Context: an optimization exercise on an open-source flow, tuned for small area and a short achievable clock period. The choices shown serve that exercise and are no tape-out recipe. Function was checked by simulation only, so behaviour that the tests miss may differ from the original. No activity file was given, so power comes from the tool's default toggle rates.

==> flow/flow/run.sh <==
#!/bin/bash
set -euo pipefail
cd "$(dirname "$0")/.."
bash standard.sh SETUP_SLACK_MARGIN=7 finish > standard_flow.log 2>&1
==> flow/standard.sh <==
#!/bin/bash
# synth_recipe.tcl (not shown) runs the flow's synth.tcl, then flattens the netlist and writes it again
# the make line also repeats each setting of config.mk as NAME=value (left out here)
make -C /OpenROAD-flow-scripts/flow DESIGN_CONFIG=/design/flow/config.mk WORK_HOME=/design/flow/orfs CLKGATE_MAP_FILE= SYNTH_SCRIPT=/design/flow/synth_recipe.tcl "${@:-finish}"
==> flow/config.mk <==
export PLATFORM = sky130hd
export DESIGN_NAME = TopLevel
export DESIGN_NICKNAME = TopLevel
export VERILOG_FILES = /design/flow/design.v
export SDC_FILE = /design/flow/constraint.sdc
export NUM_CORES = 4
export LEC_CHECK = 0
export CAP_MARGIN = 20
export CORE_MARGIN = 2
export CORE_UTILIZATION = 40
export SLEW_MARGIN = 20
export SYNTH_HIERARCHICAL = 1
export SYNTH_MINIMUM_KEEP_SIZE = 0
==> flow/constraint.sdc <==
create_clock -name core_clock -period 15.0 [get_ports {clk}]
set_input_delay 3.0000 -clock core_clock [delete_from_list [all_inputs] [get_ports {clk}]]
set_output_delay 3.0000 -clock core_clock [all_outputs]
set_load 0.01 [all_outputs]
==> flow/design.v <==
module rf_dec (input logic [4:0] a, output logic [31:1] sel);
  always_comb for (int k = 1; k < 32; k++) sel[k] = (a == k[4:0]);
endmodule
module rf_l1 (input logic [31:1] sel, input logic [1023:32] d, output logic [511:0] n);
  assign n[31:0] = ~(d[63:32] & {32{sel[1]}});
  always_comb
    for (int j = 1; j < 16; j++)
      n[32*j +: 32] = ~((d[64*j +: 32] & {32{sel[2*j]}}) | (d[64*j+32 +: 32] & {32{sel[2*j+1]}}));
endmodule
module rf_l2 (input logic [511:0] n, output logic [127:0] o);
  always_comb
    for (int j = 0; j < 4; j++)
      o[32*j +: 32] = ~(n[128*j +: 32] & n[128*j+32 +: 32] & n[128*j+64 +: 32] & n[128*j+96 +: 32]);
endmodule
module rf_l3 (input logic [127:0] o, output logic [63:0] n);
  assign n[31:0]  = ~(o[31:0]  | o[63:32]);
  assign n[63:32] = ~(o[95:64] | o[127:96]);
endmodule
module rf_l4 (input logic [63:0] n, output logic [31:0] q);
  assign q = ~(n[31:0] & n[63:32]);
endmodule
module rf_read_port (
    input  logic [4:0]     a,
    input  logic [1023:32] d,
    output logic [31:0]    q
);
  logic [31:1]  sel;
  logic [511:0] n1;
  logic [127:0] o2;
  logic [63:0]  n3;
  rf_dec u_dec (.a(a), .sel(sel));
  rf_l1  u_l1  (.sel(sel), .d(d), .n(n1));
  rf_l2  u_l2  (.n(n1), .o(o2));
  rf_l3  u_l3  (.o(o2), .n(n3));
  rf_l4  u_l4  (.n(n3), .q(q));
endmodule
module ks_p (input logic [31:0] a, b, output logic [31:0] p);
  assign p = a ^ b;
endmodule
module ks_g (input logic [31:0] a, b, output logic [31:0] g);
  assign g = a & b;
endmodule
module ks_l1 (input logic [31:0] gi, pi, output logic [31:1] go, output logic [31:2] po);
  assign go[1] = ~(gi[1] | (pi[1] & gi[0]));
  assign go[2] = ~(gi[2] | (pi[2] & gi[1]));
  assign po[2] = ~(pi[2] & pi[1]);
  assign go[3] = ~(gi[3] | (pi[3] & gi[2]));
  assign po[3] = ~(pi[3] & pi[2]);
  assign go[4] = ~(gi[4] | (pi[4] & gi[3]));
  assign po[4] = ~(pi[4] & pi[3]);
  assign go[5] = ~(gi[5] | (pi[5] & gi[4]));
  assign po[5] = ~(pi[5] & pi[4]);
  assign go[6] = ~(gi[6] | (pi[6] & gi[5]));
  assign po[6] = ~(pi[6] & pi[5]);
  assign go[7] = ~(gi[7] | (pi[7] & gi[6]));
  assign po[7] = ~(pi[7] & pi[6]);
  assign go[8] = ~(gi[8] | (pi[8] & gi[7]));
  assign po[8] = ~(pi[8] & pi[7]);
  assign go[9] = ~(gi[9] | (pi[9] & gi[8]));
  assign po[9] = ~(pi[9] & pi[8]);
  assign go[10] = ~(gi[10] | (pi[10] & gi[9]));
  assign po[10] = ~(pi[10] & pi[9]);
  assign go[11] = ~(gi[11] | (pi[11] & gi[10]));
  assign po[11] = ~(pi[11] & pi[10]);
  assign go[12] = ~(gi[12] | (pi[12] & gi[11]));
  assign po[12] = ~(pi[12] & pi[11]);
  assign go[13] = ~(gi[13] | (pi[13] & gi[12]));
  assign po[13] = ~(pi[13] & pi[12]);
  assign go[14] = ~(gi[14] | (pi[14] & gi[13]));
  assign po[14] = ~(pi[14] & pi[13]);
  assign go[15] = ~(gi[15] | (pi[15] & gi[14]));
  assign po[15] = ~(pi[15] & pi[14]);
  assign go[16] = ~(gi[16] | (pi[16] & gi[15]));
  assign po[16] = ~(pi[16] & pi[15]);
  assign go[17] = ~(gi[17] | (pi[17] & gi[16]));
  assign po[17] = ~(pi[17] & pi[16]);
  assign go[18] = ~(gi[18] | (pi[18] & gi[17]));
  assign po[18] = ~(pi[18] & pi[17]);
  assign go[19] = ~(gi[19] | (pi[19] & gi[18]));
  assign po[19] = ~(pi[19] & pi[18]);
  assign go[20] = ~(gi[20] | (pi[20] & gi[19]));
  assign po[20] = ~(pi[20] & pi[19]);
  assign go[21] = ~(gi[21] | (pi[21] & gi[20]));
  assign po[21] = ~(pi[21] & pi[20]);
  assign go[22] = ~(gi[22] | (pi[22] & gi[21]));
  assign po[22] = ~(pi[22] & pi[21]);
  assign go[23] = ~(gi[23] | (pi[23] & gi[22]));
  assign po[23] = ~(pi[23] & pi[22]);
  assign go[24] = ~(gi[24] | (pi[24] & gi[23]));
  assign po[24] = ~(pi[24] & pi[23]);
  assign go[25] = ~(gi[25] | (pi[25] & gi[24]));
  assign po[25] = ~(pi[25] & pi[24]);
  assign go[26] = ~(gi[26] | (pi[26] & gi[25]));
  assign po[26] = ~(pi[26] & pi[25]);
  assign go[27] = ~(gi[27] | (pi[27] & gi[26]));
  assign po[27] = ~(pi[27] & pi[26]);
  assign go[28] = ~(gi[28] | (pi[28] & gi[27]));
  assign po[28] = ~(pi[28] & pi[27]);
  assign go[29] = ~(gi[29] | (pi[29] & gi[28]));
  assign po[29] = ~(pi[29] & pi[28]);
  assign go[30] = ~(gi[30] | (pi[30] & gi[29]));
  assign po[30] = ~(pi[30] & pi[29]);
  assign go[31] = ~(gi[31] | (pi[31] & gi[30]));
  assign po[31] = ~(pi[31] & pi[30]);
endmodule
module ks_l2 (input logic [31:0] gi, pi, output logic [31:2] go, output logic [31:4] po);
  assign go[2] = (~gi[2] | (~pi[2] & gi[0]));
  assign go[3] = (~gi[3] | (~pi[3] & ~gi[1]));
  assign go[4] = (~gi[4] | (~pi[4] & ~gi[2]));
  assign po[4] = (~pi[4] & ~pi[2]);
  assign go[5] = (~gi[5] | (~pi[5] & ~gi[3]));
  assign po[5] = (~pi[5] & ~pi[3]);
  assign go[6] = (~gi[6] | (~pi[6] & ~gi[4]));
  assign po[6] = (~pi[6] & ~pi[4]);
  assign go[7] = (~gi[7] | (~pi[7] & ~gi[5]));
  assign po[7] = (~pi[7] & ~pi[5]);
  assign go[8] = (~gi[8] | (~pi[8] & ~gi[6]));
  assign po[8] = (~pi[8] & ~pi[6]);
  assign go[9] = (~gi[9] | (~pi[9] & ~gi[7]));
  assign po[9] = (~pi[9] & ~pi[7]);
  assign go[10] = (~gi[10] | (~pi[10] & ~gi[8]));
  assign po[10] = (~pi[10] & ~pi[8]);
  assign go[11] = (~gi[11] | (~pi[11] & ~gi[9]));
  assign po[11] = (~pi[11] & ~pi[9]);
  assign go[12] = (~gi[12] | (~pi[12] & ~gi[10]));
  assign po[12] = (~pi[12] & ~pi[10]);
  assign go[13] = (~gi[13] | (~pi[13] & ~gi[11]));
  assign po[13] = (~pi[13] & ~pi[11]);
  assign go[14] = (~gi[14] | (~pi[14] & ~gi[12]));
  assign po[14] = (~pi[14] & ~pi[12]);
  assign go[15] = (~gi[15] | (~pi[15] & ~gi[13]));
  assign po[15] = (~pi[15] & ~pi[13]);
  assign go[16] = (~gi[16] | (~pi[16] & ~gi[14]));
  assign po[16] = (~pi[16] & ~pi[14]);
  assign go[17] = (~gi[17] | (~pi[17] & ~gi[15]));
  assign po[17] = (~pi[17] & ~pi[15]);
  assign go[18] = (~gi[18] | (~pi[18] & ~gi[16]));
  assign po[18] = (~pi[18] & ~pi[16]);
  assign go[19] = (~gi[19] | (~pi[19] & ~gi[17]));
  assign po[19] = (~pi[19] & ~pi[17]);
  assign go[20] = (~gi[20] | (~pi[20] & ~gi[18]));
  assign po[20] = (~pi[20] & ~pi[18]);
  assign go[21] = (~gi[21] | (~pi[21] & ~gi[19]));
  assign po[21] = (~pi[21] & ~pi[19]);
  assign go[22] = (~gi[22] | (~pi[22] & ~gi[20]));
  assign po[22] = (~pi[22] & ~pi[20]);
  assign go[23] = (~gi[23] | (~pi[23] & ~gi[21]));
  assign po[23] = (~pi[23] & ~pi[21]);
  assign go[24] = (~gi[24] | (~pi[24] & ~gi[22]));
  assign po[24] = (~pi[24] & ~pi[22]);
  assign go[25] = (~gi[25] | (~pi[25] & ~gi[23]));
  assign po[25] = (~pi[25] & ~pi[23]);
  assign go[26] = (~gi[26] | (~pi[26] & ~gi[24]));
  assign po[26] = (~pi[26] & ~pi[24]);
  assign go[27] = (~gi[27] | (~pi[27] & ~gi[25]));
  assign po[27] = (~pi[27] & ~pi[25]);
  assign go[28] = (~gi[28] | (~pi[28] & ~gi[26]));
  assign po[28] = (~pi[28] & ~pi[26]);
  assign go[29] = (~gi[29] | (~pi[29] & ~gi[27]));
  assign po[29] = (~pi[29] & ~pi[27]);
  assign go[30] = (~gi[30] | (~pi[30] & ~gi[28]));
  assign po[30] = (~pi[30] & ~pi[28]);
  assign go[31] = (~gi[31] | (~pi[31] & ~gi[29]));
  assign po[31] = (~pi[31] & ~pi[29]);
endmodule
module ks_l3 (input logic [31:0] gi, pi, output logic [31:4] go, output logic [31:8] po);
  assign go[4] = ~(gi[4] | (pi[4] & gi[0]));
  assign go[5] = ~(gi[5] | (pi[5] & ~gi[1]));
  assign go[6] = ~(gi[6] | (pi[6] & gi[2]));
  assign go[7] = ~(gi[7] | (pi[7] & gi[3]));
  assign go[8] = ~(gi[8] | (pi[8] & gi[4]));
  assign po[8] = ~(pi[8] & pi[4]);
  assign go[9] = ~(gi[9] | (pi[9] & gi[5]));
  assign po[9] = ~(pi[9] & pi[5]);
  assign go[10] = ~(gi[10] | (pi[10] & gi[6]));
  assign po[10] = ~(pi[10] & pi[6]);
  assign go[11] = ~(gi[11] | (pi[11] & gi[7]));
  assign po[11] = ~(pi[11] & pi[7]);
  assign go[12] = ~(gi[12] | (pi[12] & gi[8]));
  assign po[12] = ~(pi[12] & pi[8]);
  assign go[13] = ~(gi[13] | (pi[13] & gi[9]));
  assign po[13] = ~(pi[13] & pi[9]);
  assign go[14] = ~(gi[14] | (pi[14] & gi[10]));
  assign po[14] = ~(pi[14] & pi[10]);
  assign go[15] = ~(gi[15] | (pi[15] & gi[11]));
  assign po[15] = ~(pi[15] & pi[11]);
  assign go[16] = ~(gi[16] | (pi[16] & gi[12]));
  assign po[16] = ~(pi[16] & pi[12]);
  assign go[17] = ~(gi[17] | (pi[17] & gi[13]));
  assign po[17] = ~(pi[17] & pi[13]);
  assign go[18] = ~(gi[18] | (pi[18] & gi[14]));
  assign po[18] = ~(pi[18] & pi[14]);
  assign go[19] = ~(gi[19] | (pi[19] & gi[15]));
  assign po[19] = ~(pi[19] & pi[15]);
  assign go[20] = ~(gi[20] | (pi[20] & gi[16]));
  assign po[20] = ~(pi[20] & pi[16]);
  assign go[21] = ~(gi[21] | (pi[21] & gi[17]));
  assign po[21] = ~(pi[21] & pi[17]);
  assign go[22] = ~(gi[22] | (pi[22] & gi[18]));
  assign po[22] = ~(pi[22] & pi[18]);
  assign go[23] = ~(gi[23] | (pi[23] & gi[19]));
  assign po[23] = ~(pi[23] & pi[19]);
  assign go[24] = ~(gi[24] | (pi[24] & gi[20]));
  assign po[24] = ~(pi[24] & pi[20]);
  assign go[25] = ~(gi[25] | (pi[25] & gi[21]));
  assign po[25] = ~(pi[25] & pi[21]);
  assign go[26] = ~(gi[26] | (pi[26] & gi[22]));
  assign po[26] = ~(pi[26] & pi[22]);
  assign go[27] = ~(gi[27] | (pi[27] & gi[23]));
  assign po[27] = ~(pi[27] & pi[23]);
  assign go[28] = ~(gi[28] | (pi[28] & gi[24]));
  assign po[28] = ~(pi[28] & pi[24]);
  assign go[29] = ~(gi[29] | (pi[29] & gi[25]));
  assign po[29] = ~(pi[29] & pi[25]);
  assign go[30] = ~(gi[30] | (pi[30] & gi[26]));
  assign po[30] = ~(pi[30] & pi[26]);
  assign go[31] = ~(gi[31] | (pi[31] & gi[27]));
  assign po[31] = ~(pi[31] & pi[27]);
endmodule
module ks_l4 (input logic [31:0] gi, pi, output logic [31:8] go, output logic [31:16] po);
  assign go[8] = (~gi[8] | (~pi[8] & gi[0]));
  assign go[9] = (~gi[9] | (~pi[9] & ~gi[1]));
  assign go[10] = (~gi[10] | (~pi[10] & gi[2]));
  assign go[11] = (~gi[11] | (~pi[11] & gi[3]));
  assign go[12] = (~gi[12] | (~pi[12] & ~gi[4]));
  assign go[13] = (~gi[13] | (~pi[13] & ~gi[5]));
  assign go[14] = (~gi[14] | (~pi[14] & ~gi[6]));
  assign go[15] = (~gi[15] | (~pi[15] & ~gi[7]));
  assign go[16] = (~gi[16] | (~pi[16] & ~gi[8]));
  assign po[16] = (~pi[16] & ~pi[8]);
  assign go[17] = (~gi[17] | (~pi[17] & ~gi[9]));
  assign po[17] = (~pi[17] & ~pi[9]);
  assign go[18] = (~gi[18] | (~pi[18] & ~gi[10]));
  assign po[18] = (~pi[18] & ~pi[10]);
  assign go[19] = (~gi[19] | (~pi[19] & ~gi[11]));
  assign po[19] = (~pi[19] & ~pi[11]);
  assign go[20] = (~gi[20] | (~pi[20] & ~gi[12]));
  assign po[20] = (~pi[20] & ~pi[12]);
  assign go[21] = (~gi[21] | (~pi[21] & ~gi[13]));
  assign po[21] = (~pi[21] & ~pi[13]);
  assign go[22] = (~gi[22] | (~pi[22] & ~gi[14]));
  assign po[22] = (~pi[22] & ~pi[14]);
  assign go[23] = (~gi[23] | (~pi[23] & ~gi[15]));
  assign po[23] = (~pi[23] & ~pi[15]);
  assign go[24] = (~gi[24] | (~pi[24] & ~gi[16]));
  assign po[24] = (~pi[24] & ~pi[16]);
  assign go[25] = (~gi[25] | (~pi[25] & ~gi[17]));
  assign po[25] = (~pi[25] & ~pi[17]);
  assign go[26] = (~gi[26] | (~pi[26] & ~gi[18]));
  assign po[26] = (~pi[26] & ~pi[18]);
  assign go[27] = (~gi[27] | (~pi[27] & ~gi[19]));
  assign po[27] = (~pi[27] & ~pi[19]);
  assign go[28] = (~gi[28] | (~pi[28] & ~gi[20]));
  assign po[28] = (~pi[28] & ~pi[20]);
  assign go[29] = (~gi[29] | (~pi[29] & ~gi[21]));
  assign po[29] = (~pi[29] & ~pi[21]);
  assign go[30] = (~gi[30] | (~pi[30] & ~gi[22]));
  assign po[30] = (~pi[30] & ~pi[22]);
  assign go[31] = (~gi[31] | (~pi[31] & ~gi[23]));
  assign po[31] = (~pi[31] & ~pi[23]);
endmodule
module ks_l5 (input logic [31:0] gi, pi, output logic [31:16] go);
  assign go[16] = ~(gi[16] | (pi[16] & gi[0]));
  assign go[17] = ~(gi[17] | (pi[17] & ~gi[1]));
  assign go[18] = ~(gi[18] | (pi[18] & gi[2]));
  assign go[19] = ~(gi[19] | (pi[19] & gi[3]));
  assign go[20] = ~(gi[20] | (pi[20] & ~gi[4]));
  assign go[21] = ~(gi[21] | (pi[21] & ~gi[5]));
  assign go[22] = ~(gi[22] | (pi[22] & ~gi[6]));
  assign go[23] = ~(gi[23] | (pi[23] & ~gi[7]));
  assign go[24] = ~(gi[24] | (pi[24] & gi[8]));
  assign go[25] = ~(gi[25] | (pi[25] & gi[9]));
  assign go[26] = ~(gi[26] | (pi[26] & gi[10]));
  assign go[27] = ~(gi[27] | (pi[27] & gi[11]));
  assign go[28] = ~(gi[28] | (pi[28] & gi[12]));
  assign go[29] = ~(gi[29] | (pi[29] & gi[13]));
  assign go[30] = ~(gi[30] | (pi[30] & gi[14]));
  assign go[31] = ~(gi[31] | (pi[31] & gi[15]));
endmodule
module ks_sum (input logic [31:0] p, g, output logic [31:1] s);
  assign s[1] = p[1] ^ g[0];
  assign s[2] = p[2] ^ ~g[1];
  assign s[3] = p[3] ^ g[2];
  assign s[4] = p[4] ^ g[3];
  assign s[5] = p[5] ^ ~g[4];
  assign s[6] = p[6] ^ ~g[5];
  assign s[7] = p[7] ^ ~g[6];
  assign s[8] = p[8] ^ ~g[7];
  assign s[9] = p[9] ^ g[8];
  assign s[10] = p[10] ^ g[9];
  assign s[11] = p[11] ^ g[10];
  assign s[12] = p[12] ^ g[11];
  assign s[13] = p[13] ^ g[12];
  assign s[14] = p[14] ^ g[13];
  assign s[15] = p[15] ^ g[14];
  assign s[16] = p[16] ^ g[15];
  assign s[17] = p[17] ^ ~g[16];
  assign s[18] = p[18] ^ ~g[17];
  assign s[19] = p[19] ^ ~g[18];
  assign s[20] = p[20] ^ ~g[19];
  assign s[21] = p[21] ^ ~g[20];
  assign s[22] = p[22] ^ ~g[21];
  assign s[23] = p[23] ^ ~g[22];
  assign s[24] = p[24] ^ ~g[23];
  assign s[25] = p[25] ^ ~g[24];
  assign s[26] = p[26] ^ ~g[25];
  assign s[27] = p[27] ^ ~g[26];
  assign s[28] = p[28] ^ ~g[27];
  assign s[29] = p[29] ^ ~g[28];
  assign s[30] = p[30] ^ ~g[29];
  assign s[31] = p[31] ^ ~g[30];
endmodule
module ks_add32 (input logic [31:0] a, b, output logic [31:0] s);
  logic [31:0] p, g;
  logic [31:0] g1, p1;
  logic [31:0] g2, p2;
  logic [31:0] g3, p3;
  logic [31:0] g4, p4;
  logic [31:0] g5, p5;
  ks_p u_p (.a(a), .b(b), .p(p));
  ks_g u_g (.a(a), .b(b), .g(g));
  assign p1[1:0] = '0;
  assign g1[0:0] = g[0:0];
  ks_l1 u_l1 (.gi(g), .pi(p), .go(g1[31:1]), .po(p1[31:2]));
  assign p2[3:0] = '0;
  assign g2[1:0] = g1[1:0];
  ks_l2 u_l2 (.gi(g1), .pi(p1), .go(g2[31:2]), .po(p2[31:4]));
  assign p3[7:0] = '0;
  assign g3[3:0] = g2[3:0];
  ks_l3 u_l3 (.gi(g2), .pi(p2), .go(g3[31:4]), .po(p3[31:8]));
  assign p4[15:0] = '0;
  assign g4[7:0] = g3[7:0];
  ks_l4 u_l4 (.gi(g3), .pi(p3), .go(g4[31:8]), .po(p4[31:16]));
  assign p5 = '0;
  assign g5[15:0] = g4[15:0];
  ks_l5 u_l5 (.gi(g4), .pi(p4), .go(g5[31:16]));
  assign s[0] = p[0];
  ks_sum u_s (.p(p), .g(g5), .s(s[31:1]));
endmodule
module TopLevel (
    input  logic        clk, rst,
    output logic [31:0] imem_addr,
    input  logic [31:0] imem_rdata,
    output logic [31:0] dmem_addr,
    output logic [31:0] dmem_wdata,
    output logic [3:0]  dmem_wstrb,
    output logic        dmem_re,
    input  logic [31:0] dmem_rdata
);
  logic [31:0] ins;
  logic [4:0]  op, rs1a, rs2a, rda;
  logic [2:0]  f3;
  assign ins  = imem_rdata;
  assign op   = ins[6:2];
  assign f3   = ins[14:12];
  assign rs1a = ins[19:15];
  assign rs2a = ins[24:20];
  assign rda  = ins[11:7];
  logic is_load, is_store, is_branch, is_jal, is_jalr, is_lui, is_auipc;
  assign is_load   = ~op[4] & ~op[3] & ~op[2];    
  assign is_store  = ~op[4] &  op[3] & ~op[2];    
  assign is_branch =  op[4] & ~op[0];             
  assign is_jal    =  op[4] &  op[1];             
  assign is_jalr   =  op[4] &  op[0] & ~op[1];    
  assign is_lui    =  op[3] &  op[2] &  op[0];    
  assign is_auipc  = ~op[3] &  op[2] &  op[0];    
  logic reg_wr;
  assign reg_wr = ~is_store & ~is_branch;
  logic [31:0] immI, immU, immC;
  assign immI = {{20{ins[31]}}, ins[31:20]};
  assign immU = {ins[31:12], 12'b0};
  always_comb begin
    if (is_branch)   immC = {{20{ins[31]}}, ins[7], ins[30:25], ins[11:8], 1'b0};
    else if (is_jal) immC = {{12{ins[31]}}, ins[19:12], ins[20], ins[30:21], 1'b0};
    else             immC = immU;
  end
  logic [31:0]    wd, wdg;
  logic [1023:32] rff;
  assign wdg = rst ? 32'd0 : wd;
  genvar gi;
  generate
    for (gi = 1; gi < 32; gi = gi + 1) begin : g_rf
      logic [31:0] q;
      always_ff @(posedge clk)
        if (rst | (reg_wr & (rda == gi))) q <= wdg;
      assign rff[32*gi +: 32] = q;
    end
  endgenerate
  logic [31:0] rs1, rs2;
  rf_read_port rp1 (.a(rs1a), .d(rff), .q(rs1));
  rf_read_port rp2 (.a(rs2a), .d(rff), .q(rs2));
  logic [31:1] pc;
  logic [31:0] pc4, pcadd, npc;
  assign imem_addr = {pc, 1'b0};
  assign pc4       = {pc[31:2] + 30'd1, pc[1], 1'b0};
  assign pcadd     = {pc, 1'b0} + immC;
  logic [31:0] addr;
  ks_add32 u_aadd (.a(rs1), .b({immI[31:5], is_store ? ins[11:7] : ins[24:20]}), .s(addr));
  logic [31:0] opb, sum, shin, shr, shres, alu;
  logic        sub_en, carry, lt, ltu, eq, cond;
  assign opb    = op[3] ? rs2 : immI;                  
  assign sub_en = op[4] | f3[1] | (op[3] & ins[30]);
  assign {carry, sum} = {1'b0, rs1} + {1'b0, opb ^ {32{sub_en}}} + {32'd0, sub_en};
  assign ltu    = ~carry;
  assign lt     = (rs1[31] ^ opb[31]) ? rs1[31] : sum[31];
  assign eq     = (rs1 == rs2);
  always_comb
    if (f3[2]) cond = (f3[1] ? ltu : lt) ^ f3[0];
    else       cond = eq ^ f3[0];
  always_comb begin
    for (int k = 0; k < 32; k++) shin[k] = f3[2] ? rs1[k] : rs1[31-k];
  end
  assign shr = 32'($signed({f3[2] & ins[30] & rs1[31], shin}) >>> opb[4:0]);
  always_comb begin
    for (int k = 0; k < 32; k++) shres[k] = f3[2] ? shr[k] : shr[31-k];
  end
  always_comb
    case (f3)
      3'b000:  alu = sum;
      3'b001:  alu = shres;
      3'b010:  alu = {31'd0, lt};
      3'b011:  alu = {31'd0, ltu};
      3'b100:  alu = rs1 ^ opb;
      3'b101:  alu = shres;
      3'b110:  alu = rs1 | opb;
      default: alu = rs1 & opb;
    endcase
  logic [7:0]  lbyte;
  logic [15:0] lhalf;
  logic [31:0] ld;
  always_comb begin
    case (addr[1:0])
      2'b00:   lbyte = dmem_rdata[7:0];
      2'b01:   lbyte = dmem_rdata[15:8];
      2'b10:   lbyte = dmem_rdata[23:16];
      default: lbyte = dmem_rdata[31:24];
    endcase
    lhalf = addr[1] ? dmem_rdata[31:16] : dmem_rdata[15:0];
    if (f3[1])      ld = dmem_rdata;
    else if (f3[0]) ld = {{16{~f3[2] & lhalf[15]}}, lhalf};
    else            ld = {{24{~f3[2] & lbyte[7]}}, lbyte};
  end
  assign dmem_addr  = addr;
  assign dmem_re    = is_load;
  assign dmem_wdata = f3[1] ? rs2 : f3[0] ? {2{rs2[15:0]}} : {4{rs2[7:0]}};
  always_comb begin
    if (!is_store)  dmem_wstrb = 4'b0000;
    else if (f3[1]) dmem_wstrb = 4'b1111;
    else if (f3[0]) dmem_wstrb = addr[1] ? 4'b1100 : 4'b0011;
    else            dmem_wstrb = 4'b0001 << addr[1:0];
  end
  always_comb begin
    if (op[4])                wd = pc4;                   
    else if (~op[2])          wd = ld;                    
    else if (op[0])           wd = op[3] ? immU : pcadd;  
    else                      wd = alu;                   
  end
  always_comb begin
    if (is_jalr)                         npc = {addr[31:1], 1'b0};
    else if (is_jal | (is_branch & cond)) npc = pcadd;
    else                                 npc = pc4;
  end
  always_ff @(posedge clk)
    if (rst) pc <= 31'd0;
    else     pc <= npc[31:1];
endmodule
==> results of run 1 <==
[critical path: stages]
cell,delay [ns]
buf_12,0.10
buf_8,0.14
nand3b_1,0.14
buf_6,0.17
buf_12,0.15
nor2_4,0.07
buf_12,0.16
buf_4,0.14
a22oi_2,0.14
nand4_1,0.42
nor2_4,0.38
nand2_8,0.17
xor2_4,0.30
nand2_2,0.16
nor2_4,0.19
nand2_2,0.10
o21ai_4,0.17
buf_4,0.15
a21oi_4,0.06
xnor2_2,0.23
buf_2,0.18
[registers in the layout (all words and copies together) (netlist names)]
register  flops
g_rf.q      992
pc           31
[timing repair]
item / CTS / global route
setup buffers: 461 / 166
gates resized for setup: 1461 / 444
gates cloned: 62 / 43
hold buffers: 0 / 0
pin swaps: 364 / 260
setup endpoints to repair: 1091 / 1060
[power groups by stage]
| stage | combinational [W] | clock, W | sequential [W] |
|---|---|---|---|
| 2_1_floorplan | 0.00135 | 0 | 0.00368 |
| 3_3_place_gp | 0.00236 | 0 | 0.00370 |
| 3_5_place_dp | 0.00237 | 0 | 0.00371 |
| 4_1_cts | 0.00316 | 0.00259 | 0.00366 |
| 5_1_grt | 0.00385 | 0.00270 | 0.00370 |
| 6_report | 0.00381 | 0.00260 | 0.00367 |
[per-stage QoR]
step                      utilization (%)  power (W)  hold WS (ns)
final                                56.8     0.0101         0.767
after global routing                 56.8     0.0103         0.797
after CTS                            53.6    0.00941         0.667
after detailed placement             43.7    0.00608         0.661
after global placement               43.7    0.00606         0.651
after floorplan                         -    0.00503         0.589
[worst max path at each step]
| stage | start | end | slack [ns] | cells after the start |
|---|---|---|---|---|
| floorplan | imem_rdata[16] | dmem_addr[31] | 6.68 | 14 |
| global placement | imem_rdata[15] | dmem_addr[19] | 3.08 | 16 |
| detailed placement | imem_rdata[15] | dmem_addr[19] | 3.05 | 16 |
| CTS | imem_rdata[16] | dmem_addr[25] | 5.53 | 19 |
| global route | imem_rdata[16] | dmem_addr[23] | 5.25 | 18 |
| finish | imem_rdata[17] | dmem_addr[30] | 5.22 | 21 |
[routing by layer]
metal  track usage [%]  up-vias
met2              54.0     5135
li1                  -    22006
met4              25.0       20
met1              48.2    27526
met3              16.5     1291
met5                 0        -
[area by class of cell]
cell class              count  area, sq um
fillers                 11270        61100
repair buffers           1053        13000
clock inverters            52          601
flip-flops and latches   1023        30400
inverters                 107          419
clock buffers             136         2740
diodes                      9         22.5
well taps                1890         2360
multi-input cells        3653        30900
==> run summary, run 1 <==
- Status: no timing/DRC/antenna violations
- CTS Buf Count: 105
- Final Hold Viols: 0
- Antenna violations before repair: 20
- # rows: 138
- First-pass GRT wire length: 394000 microns
- R2r setup slk: 9.00 ns
- CTS root buffer: clkbuf_16
- Pin count of the biggest net entering global routing: 57
- H-tree level count: 3
- Sequential share of power: 36.4%
- Total global routing overflow: 0
- Most frequent cells in the layout: 992 x edfxtp_1, 889 x a22oi_1, 440 x buf_4
- CTS Sinks: 1023
- # IOs: 167
- Worst VDD drop: 0.107 mV
- Reg2reg path depth: 28
- Layout cells sized above 1: 34.1%
- WL/cell: 38.2 microns
- Layout Nets: 6139
- Met3 WL: 51100 microns
- Post-route insts no fill: between 7k and 8k
- Setup TNS Final: 0 ns
- Switching Share: 36.3%
- Routability congestion estimate: about 1.1
- CP Capture Type: output pin
- Logic gate share of total power: 37.8%
- Die Ht: 382 microns
- Launching point of the worst reg2reg path: g_rf[8].q[1]$_DFFE_PP_
- Vias in the first global route: 50.1k
- Startpoint types: input pin
- Max Root-Sink Buffers: 3
- Tcrit/Tclk final: roughly 65%
- Kind of critical path: in -> out
- Setup skew after layout: roughly 0.062 ns
- Critical hold path startpoint: pc[30]$_SDFF_PP0_
- Max Freq: 102 MHz
- Total Routed Length: just over 300000 microns
- Hold depth: 2
- TritonCTS clock tree: done
- Full die area: 146000 sq um
- DRC: 0
- Clock latency (worst-skew pair): 0.80 ns
- Cells after Synth: between 5k and 6k
- Post-DP HPWL: 172000 microns
- Clock Pin Slew Worst Setup and Hold Paths: 0.07 ns
- Final Worst Setup Slack: 5.22 ns
- Area after DPL: roughly 62000 sq um
- DR vias: 56.0k
- Power Dens Cells: roughly 130 nW/um^2
- Pre-CTS setup slack: 3.05 ns
- Initial drt markers: approximately 10k
- Initial Utilization: 40.3%
- Port Buf Inserts: 163
- Setup violations, final: 0
- Area grow syn2layout: 41.1%
- Post-synthesis cell area: 57000 sq um
- Mean Syn Cell Area: 11.2 sq um
- Final ANT Viol Nets: 0
- Vias per cell: 7.07
- Placed insts: 6992
- Period minus WS final: 9.78 ns
- HP Class: reg -> reg
- Top fanout value on the critical path: 7
- Clock share of power: 25.8%
- Total internal power: between 0.006 and 0.007 W
- Hold path endpoint: pc[30]$_SDFF_PP0_
- Maxcap violations: 0
- P_leak: a little under 30 nW
- Commonest non-fill, non-tap cell in the layout: edfxtp_1
- Max Used Layer: met5
- Core Area: 142000 sq um
- Final instance area: roughly 80000 sq um
- Net load switching power: 0.00365 W
- CP arrival: 6.78 ns
- Unrepaired setup endpoints after global routing: true
- Reg2reg end: g_rf[12].q[23]$_DFFE_PP_
- Worst path required time: approximately 12 ns
- Max-slew violation count: 0
- Syn_nets: 5302
- Pre-antenna DRT Iters: 11
- Met2 Wirelength: between 100000 and 150000 microns
- DIE WIDTH: 382 microns
- Total track usage: about 38%
- Rel. slew slack: 9.68%
- Met1 WL: ~100000 microns
- Yosys warnings: 10
- Measured slew at the worst slew-check pin: roughly 1.4 ns
==> run 2: changes to the inputs <==
==> flow/run.sh (new file) <==
#!/bin/bash
# synth_recipe.tcl (not shown) runs the flow's synth.tcl, then flattens the netlist and writes it again
# the make line also repeats each setting of config.mk as NAME=value (left out here)
make -C /OpenROAD-flow-scripts/flow DESIGN_CONFIG=/design/flow/config.mk WORK_HOME=/design/flow/orfs CLKGATE_MAP_FILE= SYNTH_SCRIPT=/design/flow/synth_recipe.tcl finish
--- a/flow/config.mk
+++ b/flow/config.mk
@@ -8,6 +8,7 @@
 export CAP_MARGIN = 20
 export CORE_MARGIN = 2
 export CORE_UTILIZATION = 40
+export SETUP_SLACK_MARGIN = 5
 export SLEW_MARGIN = 20
 export SYNTH_HIERARCHICAL = 1
 export SYNTH_MINIMUM_KEEP_SIZE = 0
removed: flow/flow/run.sh
removed: flow/standard.sh
==> run 2 against run 1 <==
Against the previous run:
- still clean
- register-to-register slack lost 0.73 ns
- synthesized area unchanged
- total power shrank 11%
- combinational power fell by 33%
- design area shrank 16%
- wire length shrank 14%
- via count shrank 9.1%
==> run summary, run 2 <==
- Core Area: 142000 sq um (unchanged)
- # IOs: 167 (unchanged)
- # hold bufs at CTS: 0 (unchanged)
- Cells after Synth: 5106 (unchanged)
- Status: no timing/DRC/antenna violations
- H-tree level count: 3 (unchanged)
- Total Routed Length: 260000 microns (-14%)
- # rows: 138 (unchanged)
- Final Worst Setup Slack: 4.82 ns (-0.399 ns)
- Power Dens Cells: 133 nW/um^2 (+6.1%)
- Top fanout value on the critical path: 25 (+18)
- Vias in the first global route: 46.6k (-6.9%)
- P_leak: 23.8 nW (-18%)
- Post-DP HPWL: 166000 microns (-3.0%)
- Total global routing overflow: 0 (unchanged)
- Final Hold Viols: 0 (unchanged)
- HP Class: reg -> reg
- Most frequent cells in the layout: 992 x edfxtp_1, 961 x a22oi_1, 428 x nand2_1
- Yosys warnings: 10 (unchanged)
- CTS root buffer: clkbuf_16
- DR vias: 50.9k (-9.1%)
- Setup skew after layout: 0.0785 ns (+0.0160 ns)
- Initial Utilization: 40.3% (unchanged)
- CP arrival: 10.59 ns (+3.81 ns)
- Syn_nets: 5302 (unchanged)
- Post-synthesis cell area: 57000 sq um (unchanged)
- Port Buf Inserts: 163 (unchanged)
- Worst VDD drop: 0.109 mV (+2.1%)
- WL/cell: 35.4 microns (-7.2%)
- DIE WIDTH: 382 microns (unchanged)
- Grt met3 use: 12.8% (-3.7 points)
- Clock latency (worst-skew pair): 0.80 ns (about the same)
- Measured slew at the worst slew-check pin: 1.19 ns (-0.162 ns)
- Vias per cell: 6.93 (-2.0%)
- Setup TNS Final: 0 ns (unchanged)
- GR Util met2: 47.6% (-6.5 points)
- Pre-antenna DRT Iters: 10 (-1)
- Pre-CTS setup slack: 2.74 ns (-0.309 ns)
- Max-slew violation count: 0 (unchanged)
- Layout Nets: 5561 (-9.4%)
- Pin count of the biggest net entering global routing: 57 (unchanged)
- Startpoint types: input pin
- Max Root-Sink Buffers: 3 (unchanged)
- M1 GR Usage: 44.3% (-3.9 points)
- Rel. slew slack: 20.6% (+11 points)
- First-pass GRT wire length: 353000 microns (-10%)
- Final ANT Viol Nets: 0 (unchanged)
- Total track usage: 34.1% (-4.4 points)
- CTS Buf Count: 107 (+1.9%)
- Initial drt markers: 8452 (-19%)
- CTS Sinks: 1023 (unchanged)
- Most Crowded Layer GR: met2
- Top flop regs: g_rf.q (992), pc (31)
- Full die area: 146000 sq um (unchanged)
- Mean Syn Cell Area: 11.2 sq um (unchanged)
- Commonest non-fill, non-tap cell in the layout: edfxtp_1
- CP Capture Type: flip-flop
- Period minus WS final: 10.18 ns (+0.399 ns)
- Worst path required time: 15.41 ns (+3.41 ns)
- Clock Pin Slew Worst Setup and Hold Paths: 0.06 ns (about the same)
- Tcrit/Tclk final: 67.9% (+2.7 points)
- Layout cells sized above 1: 15.8% (-18 points)
- TritonCTS clock tree: done
- Antenna violations before repair: 7 (-65%)
- Max Freq: 98.2 MHz (-3.9%)
- Kind of critical path: in -> reg
- Maxcap violations: 0 (unchanged)
- Flip-flop count of the largest register after layout: 992 (unchanged)
- Most flops, register: g_rf.q
- Unrepaired setup endpoints after global routing: true
- Die Ht: 382 microns (unchanged)
- Area grow syn2layout: 18.7%
- Routability congestion estimate: 1.06 (+0.21%)
- Setup violations, final: 0 (unchanged)
- DRC: 0 (unchanged)
[run 2: cell count changes in the layout (fill, tap and decap cells not counted), sizes merged, moves of 5 or more]
| cell | previous run | this run |
|---|---|---|
| clkdlybuf4s50 | 79 | 125 |
| bufbuf | 10 | 0 |
| clkinv | 41 | 46 |
| buf | 922 | 321 |
| clkbuf | 172 | 136 |
| dlygate4sd2 | 0 | 21 |
| bufinv | 8 | 15 |
[run 2: where the power goes]
part	internal, W	leakage [nW]	switching, W	total, W
Sequential	0.00350	10.4	0.000162	0.00366
Clock	0.00158	1.71	0.00118	0.00276
Combinational	0.000818	11.7	0.00175	0.00257
[run 2: final timing paths]
check	slack (ns)	endpoint	depth (start not counted)	start
setup reg to reg	8.27	g_rf[26].q[19]$_DFFE_PP_	19	g_rf[30].q[2]$_DFFE_PP_
hold / removal	0.65	pc[1]$_SDFFE_PP0P_	2	pc[1]$_SDFFE_PP0P_
setup / recovery	4.82	g_rf[30].q[0]$_DFFE_PP_	22	imem_rdata[24]
hold reg to reg	0.65	pc[1]$_SDFFE_PP0P_	2	pc[1]$_SDFFE_PP0P_
[run 2: cell type report]
type | instances | area, sq um
timing repair buffer | 478 | 4470
tap | 1890 | 2360
inverter | 107 | 404
multi-input combinational | 3648 | 26400
clock inverter | 67 | 847
antenna | 8 | 20.0
sequential | 1023 | 30400
clock buffer | 130 | 2760
fill | 12748 | 73900
[run 2: repair_timing]
item,in CTS,in global routing
gates cloned,8,6
pin swaps,76,19
setup endpoints to repair,890,321
endpoints found under the hold margin,0,0
setup buffers,99,23
gates resized for setup,273,88
[run 2: per-stage QoR]
step	utilization (%)	instances	hold slack (ns)	area [sq um]	power, W
floorplan	-	5106	0.589	57100	0.00495
global placement	43.3	7008	0.617	61300	0.00597
detailed placement	43.3	7008	0.633	61300	0.00599
CTS	47.2	7312	0.641	66900	0.00883
global route	47.8	7343	0.691	67700	0.00922
finish	47.8	7351	0.649	67700	0.00899
[run 2: worst max-delay path: stages]
cell and delay [ns]:
clkdlybuf4s50_1 0.45, buf_4 0.27, nand2b_2 0.49, nor2_4 0.22, buf_4 0.33, a22oi_1 0.24
nand4_1 0.11, nor2_1 0.70, nand2_1 0.28, a21oi_1 0.53, xor2_1 0.15, ha_1 0.45
nand2_1 0.13, or3_4 0.42, nor4_2 0.45, or4b_4 0.57, nand2_1 0.09, nor2_1 0.05
xor2_1 0.16, o21ai_0 0.26, a31oi_2 0.36, a21oi_4 0.81
[run 2: metal layers]
layer	wire, microns	share of wire, %
met1	94100	36
met2	106000	41
met3	40500	16
met4	19600	7.5
met5	381	0.15
==> run 3: changes to the inputs <==
==> flow/flow/run.sh (new file) <==
#!/bin/bash
# The standard layout with two changes: the port buffers are buf_4 cells (buffer_ports'
# own pick is a slow delay cell), and timing repair aims SETUP_SLACK_MARGIN below the period.
# The full make output goes to standard_flow.log; ORFS's own logs are under orfs/logs.
set -euo pipefail
cd "$(dirname "$0")/.."
bash standard.sh "BUFFER_PORTS_ARGS=-buffer_cell sky130_fd_sc_hd__buf_4" SETUP_SLACK_MARGIN=5 finish > standard_flow.log 2>&1
==> flow/standard.sh (new file) <==
#!/bin/bash
# synth_recipe.tcl (not shown) runs the flow's synth.tcl, then flattens the netlist and writes it again
# the make line also repeats each setting of config.mk as NAME=value (left out here)
make -C /OpenROAD-flow-scripts/flow DESIGN_CONFIG=/design/flow/config.mk WORK_HOME=/design/flow/orfs CLKGATE_MAP_FILE= SYNTH_SCRIPT=/design/flow/synth_recipe.tcl "${@:-finish}"
==> flow/config.mk (replaced) <==
export PLATFORM = sky130hd
export DESIGN_NAME = TopLevel
export DESIGN_NICKNAME = TopLevel
export VERILOG_FILES = /design/flow/design.v
export SDC_FILE = /design/flow/constraint.sdc
export NUM_CORES = 4
export LEC_CHECK = 0
export CAP_MARGIN = 10
export CORE_MARGIN = 2
export CORE_UTILIZATION = 40
export CTS_BUF_LIST = sky130_fd_sc_hd__clkbuf_8
export SLEW_MARGIN = 10
export SYNTH_HIERARCHICAL = 1
export SYNTH_MINIMUM_KEEP_SIZE = 0
removed: flow/run.sh
==> run 3 against run 2 <==
Against the previous run:
- highest routed layer unchanged
- first-iteration DRC count rose by 7.1%
- core utilization fell by 2.0 points
- critical endpoint is now dmem_addr[28]
- final cell count fell by 0.22%
- total power fell by 6.4%
- still clean
- largest cell class unchanged
- combinational power fell by 4%
- worst hold slack improved by 0.057 ns
==> run summary, run 3 <==
- Syn_nets: 5302 (unchanged)
- Cells after Synth: 5106 (unchanged)
- Rel. slew slack: 13.8% (-6.8 points)
- Area grow syn2layout: 13.7%
- Final ANT Viol Nets: 0 (unchanged)
- Core Area: 142000 sq um (unchanged)
- Most frequent cells in the layout: 992 x edfxtp_1, 967 x a22oi_1, 437 x nand2_1
- Max Freq: 98.6 MHz (+0.34%)
- WL/cell: 35.1 microns (-0.89%)
- Routability congestion estimate: 1.04 (-1.7%)
- P_leak: 23.1 nW (-2.9%)
- TritonCTS clock tree: done
- Vias per cell: 6.89 (-0.45%)
- Initial Utilization: 40.3% (unchanged)
- Kind of critical path: in -> out
- Full die area: 146000 sq um (unchanged)
- Status: no timing/DRC/antenna violations
- Vias in the first global route: 46.3k (-0.69%)
- Clock Pin Slew Worst Setup and Hold Paths: 0.05 ns (about the same)
- Measured slew at the worst slew-check pin: 1.29 ns (+0.104 ns)
- Total track usage: 33.8% (-0.22 points)
- Clock latency (worst-skew pair): 0.94 ns (+0.14 ns)
- Top fanout value on the critical path: 32 (+28%)
- Pin count of the biggest net entering global routing: 54 (-5.3%)
- Maxcap violations: 0 (unchanged)
- # hold bufs at CTS: 0 (unchanged)
- HP Class: reg -> reg
- Antenna violations before repair: 21 (+14)
- Post-synthesis cell area: 57000 sq um (unchanged)
- Initial drt markers: 9051 (+7.1%)
- Mean Syn Cell Area: 11.2 sq um (unchanged)
- H-tree level count: 4 (+1)
- CTS root buffer: clkbuf_8
- Worst path required time: 12.00 ns (-3.41 ns)
- Area after DPL: 60800 sq um (-0.87%)
- Tcrit/Tclk final: 67.6% (-0.23 points)
- # IOs: 167 (unchanged)
- CP arrival: 7.15 ns (-3.44 ns)
- Max Root-Sink Buffers: 3 (unchanged)
- Setup skew after layout: 0.0644 ns (-0.0141 ns)
- DIE WIDTH: 382 microns (unchanged)
- Final instance area: 64800 sq um (-4.2%)
- Worst VDD drop: 0.0819 mV (-25%)
- CTS Sinks: 1023 (unchanged)
- First-pass GRT wire length: 351000 microns (-0.36%)
- CP Capture Type: output pin
- DR vias: 50.6k (-0.66%)
- DRC: 0 (unchanged)
- Total Routed Length: 258000 microns (-1.1%)
- Total global routing overflow: 0 (unchanged)
- Most flops, register: g_rf.q
- CTS Buf Count: 169 (+58%)
- Commonest non-fill, non-tap cell in the layout: edfxtp_1
- Setup violations, final: 0 (unchanged)
- Yosys warnings: 10 (unchanged)
- Port Buf Inserts: 163 (unchanged)
- Pre-antenna DRT Iters: 8 (-2)
- Post-DP HPWL: 161000 microns (-3.0%)
- Die Ht: 382 microns (unchanged)
- # rows: 138 (unchanged)
- Period minus WS final: 10.15 ns (-0.0340 ns)
- Startpoint types: input pin
- Final Hold Viols: 0 (unchanged)
- Power Dens Cells: 130 nW/um^2 (-2.3%)
- Layout Nets: 5504 (-1.0%)
- Unrepaired setup endpoints after global routing: true
- Max-slew violation count: 0 (unchanged)
- Setup TNS Final: 0 ns (unchanged)
- Flip-flop count of the largest register after layout: 992 (unchanged)
- Layout cells sized above 1: 16.0% (+0.20 points)
- Top flop regs: g_rf.q (992), pc (31)
-- run 3: cell types whose count changed in the layout (fill, tap and decap cells not counted), moves of 15 or more --
cell / previous run / this run
dlygate4sd2_1: 21 / 0
clkbuf_1: 23 / 0
a21oi_1: 207 / 227
clkinv_1: 31 / 48
nor2_1: 268 / 283
inv_1: 100 / 155
buf_12: 22 / 3
clkbuf_16: 112 / 0
buf_4: 255 / 339
clkdlybuf4s50_1: 125 / 0
clkbuf_8: 0 / 177
-- run 3: final timing paths --
kind / startpoint / end / slack (ns) / depth (start not counted)
setup / recovery: imem_rdata[15] / dmem_addr[28] / 4.85 / 18
hold / removal: pc[1]$_SDFFE_PP0P_ / pc[1]$_SDFFE_PP0P_ / 0.71 / 2
setup reg to reg: g_rf[26].q[2]$_DFFE_PP_ / g_rf[22].q[23]$_DFFE_PP_ / 8.12 / 18
hold reg to reg: pc[1]$_SDFFE_PP0P_ / pc[1]$_SDFFE_PP0P_ / 0.71 / 2
-- run 3: worst max-delay path, stage by stage --
cell,delay (ns)
buf_4,0.23
nand3b_1,0.18
buf_4,0.21
nor2_4,0.05
buf_4,0.30
a22oi_1,0.25
nand4_1,0.42
nor2_4,0.33
nand2_1,0.09
buf_4,0.25
xor2_2,0.28
nand2_1,0.16
nor2_1,0.16
nand2_1,0.10
o21ai_2,0.32
a21oi_1,0.16
xnor2_2,0.39
buf_4,0.21
-- run 3: layer usage --
metal  wire (microns)  track usage, %  share of wire (%)  up-vias
met1            94100            44.7                 37    25032
met2           107000            47.9                 41     4021
met3            37600            11.1                 15      843
met4            18800            20.8                7.3       14
met5              405           0.860               0.16        -
li1                 -               -                  -    20659
-- run 3: where the power goes --
part,switching [W],internal (W)
Combinational,0.00174,0.000735
Sequential,0.000159,0.00350
Clock,0.00115,0.00113
-- run 3: layout make-up --
class,instances,area (sq um)
diodes,9,22.5
flip-flops and latches,1023,30400
fillers,13206,76700
clock buffers,174,2390
multi-input cells,3643,25700
clock inverters,125,629
inverters,107,404
well taps,1890,2360
repair buffers,364,2870
-- run 3: per-stage QoR --
stage	util (%)	setup slack [ns]	total power (W)	cells	hold slack (ns)
finish	45.8	4.85	0.00842	7335	0.706
global route	45.8	4.84	0.00865	7328	0.715
CTS	45.4	4.95	0.00827	7302	0.707
detailed placement	42.9	3.57	0.00599	6987	0.701
global placement	42.9	3.81	0.00596	6987	0.653
floorplan	-	5.21	0.00495	5106	0.589
-- run 3: repair_timing --
item / in CTS / in global routing
hold endpoints to repair: 0 / 0
buffers inserted: 13 / 23
gates resized for setup: 69 / 70
pin swaps: 8 / 17
endpoints found under the setup margin: 119 / 377
cloned: 3 / 1
==> run 4: changes to the inputs <==
--- a/flow/config.mk
+++ b/flow/config.mk
@@ -7,8 +7,9 @@
 export LEC_CHECK = 0
 export CAP_MARGIN = 10
 export CORE_MARGIN = 2
-export CORE_UTILIZATION = 40
+export CORE_UTILIZATION = 55
 export CTS_BUF_LIST = sky130_fd_sc_hd__clkbuf_8
+export PLACE_DENSITY = 0.75
 export SLEW_MARGIN = 10
 export SYNTH_HIERARCHICAL = 1
 export SYNTH_MINIMUM_KEEP_SIZE = 0
==> run 4 against run 3 <==
Against the previous run:
- still clean on timing, DRC and antenna
- final cell count down 7.7%
- total power down 0.53%
- sequential share of layout area up 0.82 points
- worst setup slack worse by 0.066 ns
- first-iteration DRC count up 2.2%
- maximum frequency down 0.65%
- clock skew up 0.0081 ns
- worst hold slack worse by 0.071 ns
- via count up 0.41%
- critical path type unchanged
==> run summary, run 4 <==
- Status: no timing/DRC/antenna violations
- Full die area: 106000 sq um (-27%)
- Top fanout value on the critical path: 32 (unchanged)
- # rows: 118 (-14%)
- Setup skew after layout: 0.0725 ns (+0.00806 ns)
- Total track usage: 45.5% (+12 points)
- CP arrival: 7.21 ns (+0.06 ns)
- Flip-flop count of the largest register after layout: 992 (unchanged)
- Max Root-Sink Buffers: 3 (unchanged)
- Layout Utilization: 61.8% (+16 points)
- Pin count of the biggest net entering global routing: 58 (+7.4%)
- Port Buf Inserts: 163 (unchanged)
- # IOs: 167 (unchanged)
- Max Freq: 97.9 MHz (-0.65%)
- Placed insts: 6464 (-7.5%)
- CTS Sinks: 1023 (unchanged)
- Post-route insts no fill: 6771 (-7.7%)
- Yosys warnings: 10 (unchanged)
- H-tree level count: 4 (unchanged)
- Core Area: 103000 sq um (-27%)
- Max-slew violation count: 0 (unchanged)
- Measured slew at the worst slew-check pin: 1.27 ns (-0.0189 ns)
- Power Dens Cells: 131 nW/um^2 (+1.2%)
- Area after DPL: 59800 sq um (-1.6%)
- Clock share of power: 26.6% (-0.4 points)
- Total internal power: 0.00533 W (-0.71%)
- Top flop regs: g_rf.q (992), pc (31)
- TritonCTS clock tree: done
- WL/cell: 37.1 microns (+5.5%)
- Switching Share: 36.4% (+0.12 points)
- Routability congestion estimate: 1.13 (+8.7%)
- Vias per cell: 7.50 (+8.8%)
- Vias in the first global route: 46.1k (-0.43%)
- Initial Utilization: 55.3% (+15 points)
- Worst Hold Slack: 0.635 ns (-0.0713 ns)
- Startpoint types: input pin
- Setup TNS Final: 0 ns (unchanged)
- Logic gate share of total power: 29.5% (about the same)
- Total global routing overflow: 0 (unchanged)
- P_leak: 22.9 nW (-1.1%)
- Rel. slew slack: 13.7% (-0.080 points)
- Final instance area: 63700 sq um (-1.7%)
- Layout cells sized above 1: 16.0% (+0.027 points)
- Period minus WS final: 10.21 ns (+0.0664 ns)
- Pre-antenna DRT Iters: 9 (+1)
- Unrepaired setup endpoints after global routing: true
- Post-synthesis cell area: 57000 sq um (unchanged)
- DIE WIDTH: 326 microns (-15%)
- Setup violations, final: 0 (unchanged)
- Net load switching power: 0.00305 W (-0.21%)
- Maxcap violations: 0 (unchanged)
- Most flops, register: g_rf.q
- Worst VDD drop: 0.0933 mV (+14%)
- Mean Syn Cell Area: 11.2 sq um (unchanged)
- Final Hold Viols: 0 (unchanged)
- CTS Buf Count: 158 (-6.5%)
- Clock Pin Slew Worst Setup and Hold Paths: 0.05 ns (about the same)
- # hold bufs at CTS: 0 (unchanged)
- Die Ht: 326 microns (-15%)
- First-pass GRT wire length: 343000 microns (-2.3%)
- Most frequent cells in the layout: 992 x edfxtp_1, 967 x a22oi_1, 419 x nand2_1
- HP Class: reg -> reg
- Initial drt markers: 9251 (+2.2%)
- Sequential share of power: 43.8% (+0.3 points)
- FF+latch area: 30400 sq um (unchanged)
- Clock latency (worst-skew pair): 0.89 ns (-0.05 ns)
- Worst path required time: 12.00 ns (about the same)
- Antenna violations before repair: 13 (-38%)
- Final ANT Viol Nets: 0 (unchanged)
- Commonest non-fill, non-tap cell in the layout: edfxtp_1
- M1 GR Usage: 58.0% (+13 points)
- CP Capture Type: output pin
- DRC: 0 (unchanged)
- Most Crowded Layer GR: met2
- Cells after Synth: 5106 (unchanged)
- Layout Nets: 5454 (-0.91%)
- Total Routed Length: 251000 microns (-2.6%)
- GR Util met2: 64.4% (+17 points)
- CTS root buffer: clkbuf_8
- Area grow syn2layout: 11.7%
- Grt met3 use: 16.5% (+5.4 points)
- Kind of critical path: in -> out
- Footprint of the multi-input gates: 25600 sq um (-0.39%)
- DR vias: 50.8k (+0.41%)
- Tcrit/Tclk final: 68.1% (+0.44 points)
- Fillers: 8194 (-38%)
- Post-DP HPWL: 162000 microns (+0.52%)
- Syn_nets: 5302 (unchanged)
## run 4: area by class of cell
class | instances | area share [%]
Antenna cell | 14 | 0.0550
Multi-Input combinational cell | 3640 | 40.2
Timing Repair Buffer | 328 | 4.02
Clock inverter | 117 | 1.14
Clock buffer | 162 | 3.50
Tap cell | 1380 | 2.71
Inverter | 107 | 0.630
Sequential cell | 1023 | 47.7
## run 4: timing repair
action / CTS / global route
cloned: 1 / 0
setup endpoints to repair: 92 / 438
resized for setup: 101 / 72
buffers inserted: 3 / 10
pin swaps: 4 / 13
## run 4: power by group through the flow
stage	clock network [W]	logic (W)	registers, W
6_report	0.00223	0.00247	0.00367
3_5_place_dp	0	0.00226	0.00372
2_1_floorplan	0	0.00127	0.00368
3_3_place_gp	0	0.00225	0.00370
5_1_grt	0.00235	0.00252	0.00369
4_1_cts	0.00222	0.00231	0.00366
## run 4: worst paths after layout
| check | to | slack (ns) | cells past startpoint | from |
|---|---|---|---|---|
| min reg2reg | pc[1]$_SDFFE_PP0P_ | 0.63 | 2 | pc[1]$_SDFFE_PP0P_ |
| min | pc[1]$_SDFFE_PP0P_ | 0.63 | 2 | pc[1]$_SDFFE_PP0P_ |
| max reg2reg | g_rf[12].q[0]$_DFFE_PP_ | 7.88 | 17 | g_rf[20].q[23]$_DFFE_PP_ |
| max | dmem_addr[10] | 4.79 | 16 | imem_rdata[15] |
## run 4: stage by stage
stage          power (W)  setup WS [ns]
2_1_floorplan    0.00495           5.21
6_report         0.00837           4.79
4_1_cts          0.00819           4.98
5_1_grt          0.00857           4.89
3_5_place_dp     0.00598           3.97
3_3_place_gp     0.00595           3.98
## run 4: worst max-delay path, stage by stage
cell and delay (ns):
buf_4 0.23, nand3b_1 0.17, buf_4 0.17, nor2_2 0.05, buf_4 0.29, a22oi_1 0.24, nand4_1 0.25, nor2_1 0.44
nand2_2 0.35, xor2_1 0.41, nand2_1 0.18, nor2_1 0.22, nand2_1 0.10, o21ai_1 0.29, xor2_1 0.55, buf_4 0.23
## run 4: per-layer routing
| metal | vias up | wire [microns] |
|---|---|---|
| li1 | 20529 | - |
| met1 | 24454 | 84400 |
| met2 | 4762 | 103000 |
| met3 | 1023 | 40200 |
| met4 | 6 | 23000 |
| met5 | - | 74 |
==> run 5: changes to the inputs <==
--- a/flow/design.v
+++ b/flow/design.v
@@ -22,7 +22,8 @@
 module rf_read_port (
     input  logic [4:0]     a,
     input  logic [1023:32] d,
-    output logic [31:0]    q
+    output logic [31:0]    q,
+    output logic [31:0]    qa
 );
   logic [31:1]  sel;
   logic [511:0] n1;
@@ -33,6 +34,7 @@
   rf_l2  u_l2  (.n(n1), .o(o2));
   rf_l3  u_l3  (.o(o2), .n(n3));
   rf_l4  u_l4  (.n(n3), .q(q));
+  rf_l4  u_l4a (.n(n3), .q(qa));
 endmodule
 module ks_p (input logic [31:0] a, b, output logic [31:0] p);
   assign p = a ^ b;
@@ -40,6 +42,10 @@
 module ks_g (input logic [31:0] a, b, output logic [31:0] g);
   assign g = a & b;
 endmodule
+module ks_gc (input logic [31:0] a, b, input logic cin, output logic [31:0] g);
+  assign g[31:1] = a[31:1] & b[31:1];
+  assign g[0] = (a[0] & b[0]) | ((a[0] | b[0]) & cin);
+endmodule
 module ks_l1 (input logic [31:0] gi, pi, output logic [31:1] go, output logic [31:2] po);
   assign go[1] = ~(gi[1] | (pi[1] & gi[0]));
   assign go[2] = ~(gi[2] | (pi[2] & gi[1]));
@@ -337,6 +343,34 @@
   assign s[0] = p[0];
   ks_sum u_s (.p(p), .g(g5), .s(s[31:1]));
 endmodule
+module ks_addc32 (input logic [31:0] a, b, input logic cin, output logic [31:0] s, output logic cout);
+  logic [31:0] p, g;
+  logic [31:0] g1, p1;
+  logic [31:0] g2, p2;
+  logic [31:0] g3, p3;
+  logic [31:0] g4, p4;
+  logic [31:0] g5, p5;
+  ks_p u_p (.a(a), .b(b), .p(p));
+  ks_gc u_g (.a(a), .b(b), .cin(cin), .g(g));
+  assign p1[1:0] = '0;
+  assign g1[0:0] = g[0:0];
+  ks_l1 u_l1 (.gi(g), .pi(p), .go(g1[31:1]), .po(p1[31:2]));
+  assign p2[3:0] = '0;
+  assign g2[1:0] = g1[1:0];
+  ks_l2 u_l2 (.gi(g1), .pi(p1), .go(g2[31:2]), .po(p2[31:4]));
+  assign p3[7:0] = '0;
+  assign g3[3:0] = g2[3:0];
+  ks_l3 u_l3 (.gi(g2), .pi(p2), .go(g3[31:4]), .po(p3[31:8]));
+  assign p4[15:0] = '0;
+  assign g4[7:0] = g3[7:0];
+  ks_l4 u_l4 (.gi(g3), .pi(p3), .go(g4[31:8]), .po(p4[31:16]));
+  assign p5 = '0;
+  assign g5[15:0] = g4[15:0];
+  ks_l5 u_l5 (.gi(g4), .pi(p4), .go(g5[31:16]));
+  assign s[0] = p[0] ^ cin;
+  assign cout = ~g5[31];
+  ks_sum u_s (.p(p), .g(g5), .s(s[31:1]));
+endmodule
 module TopLevel (
     input  logic        clk, rst,
     output logic [31:0] imem_addr,
@@ -386,21 +420,21 @@
       assign rff[32*gi +: 32] = q;
     end
   endgenerate
-  logic [31:0] rs1, rs2;
-  rf_read_port rp1 (.a(rs1a), .d(rff), .q(rs1));
-  rf_read_port rp2 (.a(rs2a), .d(rff), .q(rs2));
+  logic [31:0] rs1, rs2, rs1a_q, rs2a_q;
+  rf_read_port rp1 (.a(rs1a), .d(rff), .q(rs1), .qa(rs1a_q));
+  rf_read_port rp2 (.a(rs2a), .d(rff), .q(rs2), .qa(rs2a_q));
   logic [31:1] pc;
   logic [31:0] pc4, pcadd, npc;
   assign imem_addr = {pc, 1'b0};
   assign pc4       = {pc[31:2] + 30'd1, pc[1], 1'b0};
   assign pcadd     = {pc, 1'b0} + immC;
   logic [31:0] addr;
-  ks_add32 u_aadd (.a(rs1), .b({immI[31:5], is_store ? ins[11:7] : ins[24:20]}), .s(addr));
+  ks_add32 u_aadd (.a(rs1a_q), .b({immI[31:5], is_store ? ins[11:7] : ins[24:20]}), .s(addr));
   logic [31:0] opb, sum, shin, shr, shres, alu;
   logic        sub_en, carry, lt, ltu, eq, cond;
   assign opb    = op[3] ? rs2 : immI;                  
   assign sub_en = op[4] | f3[1] | (op[3] & ins[30]);
-  assign {carry, sum} = {1'b0, rs1} + {1'b0, opb ^ {32{sub_en}}} + {32'd0, sub_en};
+  ks_addc32 u_alu_add (.a(rs1), .b(opb ^ {32{sub_en}}), .cin(sub_en), .s(sum), .cout(carry));
   assign ltu    = ~carry;
   assign lt     = (rs1[31] ^ opb[31]) ? rs1[31] : sum[31];
   assign eq     = (rs1 == rs2);
@@ -425,24 +459,26 @@
       3'b110:  alu = rs1 | opb;
       default: alu = rs1 & opb;
     endcase
+  logic [1:0] la;
+  assign la = rs1[1:0] + ins[21:20];
   logic [7:0]  lbyte;
   logic [15:0] lhalf;
   logic [31:0] ld;
   always_comb begin
-    case (addr[1:0])
+    case (la)
       2'b00:   lbyte = dmem_rdata[7:0];
       2'b01:   lbyte = dmem_rdata[15:8];
       2'b10:   lbyte = dmem_rdata[23:16];
       default: lbyte = dmem_rdata[31:24];
     endcase
-    lhalf = addr[1] ? dmem_rdata[31:16] : dmem_rdata[15:0];
+    lhalf = la[1] ? dmem_rdata[31:16] : dmem_rdata[15:0];
     if (f3[1])      ld = dmem_rdata;
     else if (f3[0]) ld = {{16{~f3[2] & lhalf[15]}}, lhalf};
     else            ld = {{24{~f3[2] & lbyte[7]}}, lbyte};
   end
   assign dmem_addr  = addr;
   assign dmem_re    = is_load;
-  assign dmem_wdata = f3[1] ? rs2 : f3[0] ? {2{rs2[15:0]}} : {4{rs2[7:0]}};
+  assign dmem_wdata = f3[1] ? rs2a_q : f3[0] ? {2{rs2a_q[15:0]}} : {4{rs2a_q[7:0]}};
   always_comb begin
     if (!is_store)  dmem_wstrb = 4'b0000;
     else if (f3[1]) dmem_wstrb = 4'b1111;
--- a/flow/config.mk
+++ b/flow/config.mk
@@ -7,9 +7,8 @@
 export LEC_CHECK = 0
 export CAP_MARGIN = 10
 export CORE_MARGIN = 2
-export CORE_UTILIZATION = 55
+export CORE_UTILIZATION = 40
 export CTS_BUF_LIST = sky130_fd_sc_hd__clkbuf_8
-export PLACE_DENSITY = 0.75
 export SLEW_MARGIN = 10
 export SYNTH_HIERARCHICAL = 1
 export SYNTH_MINIMUM_KEEP_SIZE = 0
==> run 5 against run 4 <==
Against the previous run:
- still clean
- clock-buffer cell count is 10 higher
- non-clock buffer count is 4 higher
- worst hold slack worse by 0.12 ns
- final cell count is 9.5% higher
- global-route usage is 12 points lower
- die area is 37% higher
- design area is 1.7% higher
- highest routed layer unchanged
==> run summary, run 5 <==
- R2r setup slk: 7.91 ns (+0.03 ns)
- # IOs: 167 (unchanged)
- Tcrit/Tclk final: 67.8% (-0.29 points)
- H-tree level count: 4 (unchanged)
- Post-route insts no fill: 7413 (+9.5%)
- DR vias: 50.0k (-1.6%)
- # hold bufs at CTS: 0 (unchanged)
- Kind of critical path: in -> out
- Layout Nets: 5544 (+1.7%)
- Maxcap violations: 0 (unchanged)
- CP max stage delay: 0.58 ns (+0.03 ns)
- Net load switching power: 0.00315 W (+3.5%)
- Period minus WS final: 10.17 ns (-0.0428 ns)
- Total global routing overflow: 0 (unchanged)
- Switching Share: 37.1% (+0.71 points)
- Max Freq: 98.3 MHz (+0.42%)
- Max-slew violation count: 0 (unchanged)
- Unrepaired setup endpoints after global routing: true
- Clock latency (worst-skew pair): 0.95 ns (+0.06 ns)
- Clock share of power: 26.9% (+0.3 points)
- Critical hold path startpoint: pc[1]$_SDFFE_PP0P_
- HP Class: reg -> reg
- # rows: 138 (+17%)
- Placed insts: 7072 (+9.4%)
- CTS root buffer: clkbuf_8
- Mean Syn Cell Area: 11.0 sq um (-1.4%)
- Reg2reg end: g_rf[30].q[29]$_DFFE_PP_
- Total internal power: 0.00535 W (+0.38%)
- Startpoint types: input pin
- Cells after Synth: 5198 (+1.8%)
- Antenna violations before repair: 11 (-2)
- Worst path required time: 12.00 ns (about the same)
- P_leak: 23.1 nW (+1.0%)
- DIE WIDTH: 382 microns (+17%)
- WP buf/inv: 3 (-1)
- Area grow syn2layout: 13.2%
- Clock Pin Slew Worst Setup and Hold Paths: 0.06 ns (about the same)
- DRC: 0 (unchanged)
- CP arrival: 7.17 ns (-0.04 ns)
- Pin count of the biggest net entering global routing: 59 (+1.7%)
- Vias per cell: 6.74 (-10%)
- Launching point of the worst reg2reg path: g_rf[24].q[11]$_DFFE_PP_
- Layout cells sized above 1: 15.8% (-0.23 points)
- Die Ht: 382 microns (+17%)
- Top fanout value on the critical path: 32 (unchanged)
- First-pass GRT wire length: 351000 microns (+2.2%)
- CTS Sinks: 1023 (unchanged)
- Cell count along the critical path: 15 (-1)
- Setup violations, final: 0 (unchanged)
- Logic gate share of total power: 30.0% (+0.5 points)
- CTS Buf Count: 170 (+7.6%)
- Full die area: 146000 sq um (+37%)
- Total track usage: 34.0% (-12 points)
- WL/cell: 34.7 microns (-6.3%)
- Flip-flop count of the largest register after layout: 992 (unchanged)
- Initial drt markers: 7930 (-14%)
- Syn_nets: 5362 (+1.1%)
- Post-DP HPWL: 168000 microns (+3.7%)
- Total Routed Length: 257000 microns (+2.6%)
- Worst VDD drop: 0.0611 mV (-35%)
- Top flop regs: g_rf.q (992), pc (31)
- Setup skew after layout: 0.0818 ns (+0.00935 ns)
- TritonCTS clock tree: done
- Routability congestion estimate: 1.01 (-11%)
- Commonest non-fill, non-tap cell in the layout: edfxtp_1
- Vias in the first global route: 45.6k (-1.1%)
- Rel. slew slack: 6.95% (-6.8 points)
- Status: no timing/DRC/antenna violations
- Setup TNS Final: 0 ns (unchanged)
- Max Root-Sink Buffers: 3 (unchanged)
- Power Dens Cells: 131 nW/um^2 (-0.18%)
[run 5: routing by layer]
metal  track usage (%)  wire (microns)  vias up
met3              10.4           33700      667
met2              50.2          110000     3765
met1              43.8           96100    24789
met5                 0              17        -
li1                  -               -    20757
met4              20.2           17400        2
[run 5: power groups by stage]
stage / combinational, W / sequential (W) / clock (W)
6_report: 0.00255 / 0.00366 / 0.00229
5_1_grt: 0.00263 / 0.00369 / 0.00244
3_5_place_dp: 0.00239 / 0.00371 / 0
4_1_cts: 0.00242 / 0.00365 / 0.00231
3_3_place_gp: 0.00238 / 0.00369 / 0
2_1_floorplan: 0.00133 / 0.00367 / 0
[run 5: how the worst min path moves through the flow]
stage | to | cells after the start
after floorplan | pc[1]$_SDFFE_PP0P_ | 2
after global placement | pc[1]$_SDFFE_PP0P_ | 2
after detailed placement | pc[1]$_SDFFE_PP0P_ | 2
after CTS | pc[1]$_SDFFE_PP0P_ | 2
after global routing | pc[1]$_SDFFE_PP0P_ | 2
final | pc[1]$_SDFFE_PP0P_ | 2
[run 5: stage by stage]
step                instance area (sq um)  util [%]  hold WS (ns)
floorplan                           57200         -         0.508
global placement                    60800      42.9         0.503
detailed placement                  60800      42.9         0.499
CTS                                 64400      45.4         0.511
global route                        64800      45.7         0.539
finish                              64800      45.7         0.516
[run 5: layout make-up]
type / count / area, sq um
Antenna cell: 11 / 27.5
Clock buffer: 172 / 2370
Clock inverter: 132 / 694
Fill cell: 13249 / 77000
Inverter: 102 / 390
Multi-Input combinational cell: 3751 / 25900
Sequential cell: 1023 / 30400
Tap cell: 1890 / 2360
Timing Repair Buffer: 332 / 2630
[run 5: what timing repair did]
item,CTS,global route
pin swaps,8,7
setup endpoints to repair,29,177
buffers inserted,22,4
gates resized for setup,78,62
[run 5: worst register-to-register path: stages (launching register included)]
cell and delay [ns]:
edfxtp_1 0.39, a22oi_1 0.22, nand4_1 0.35, nor2_1 0.70, nand2_1 0.47, a21oi_1 0.66, xnor2_1 0.27, xor2_1 0.34
nand2_1 0.18, nor2_1 0.19, nand2_1 0.10, o21ai_1 0.24, a21oi_1 0.18, xnor2_1 0.17, mux2i_1 0.10, o21bai_1 0.32
o22ai_1 0.11, o21ai_0 0.18, nand2_1 0.07, a221o_1 0.30, a31oi_4 1.06

## static timing again, ports no longer ideal
Ports are ideal in the flow. The routed layouts listed here were re-timed in OpenROAD.
Step 1 sets driving cells, clkbuf_16 on the clock port and buf_2 on the other inputs (assumed; they add their load-dependent delay and slew).
Step 2 also shifts input and output timing later by t, the mid clock arrival at the registers, as if the neighbouring blocks saw the same clock.
a / b / c = no drivers / after step 1 / after step 2; a / b = the first two.
run	t, ns	setup slack, ns
run 1	0.845	5.219 / 5.152 / 5.056
run 2	0.832	4.820 / 4.838 / 4.028
run 3	0.975	4.854 / 4.824 / 4.159
run 4	0.929	4.788 / 4.761 / 3.995
run 5	0.980	4.831 / 4.796 / 4.064
After both steps setup and hold are still met in every run listed.
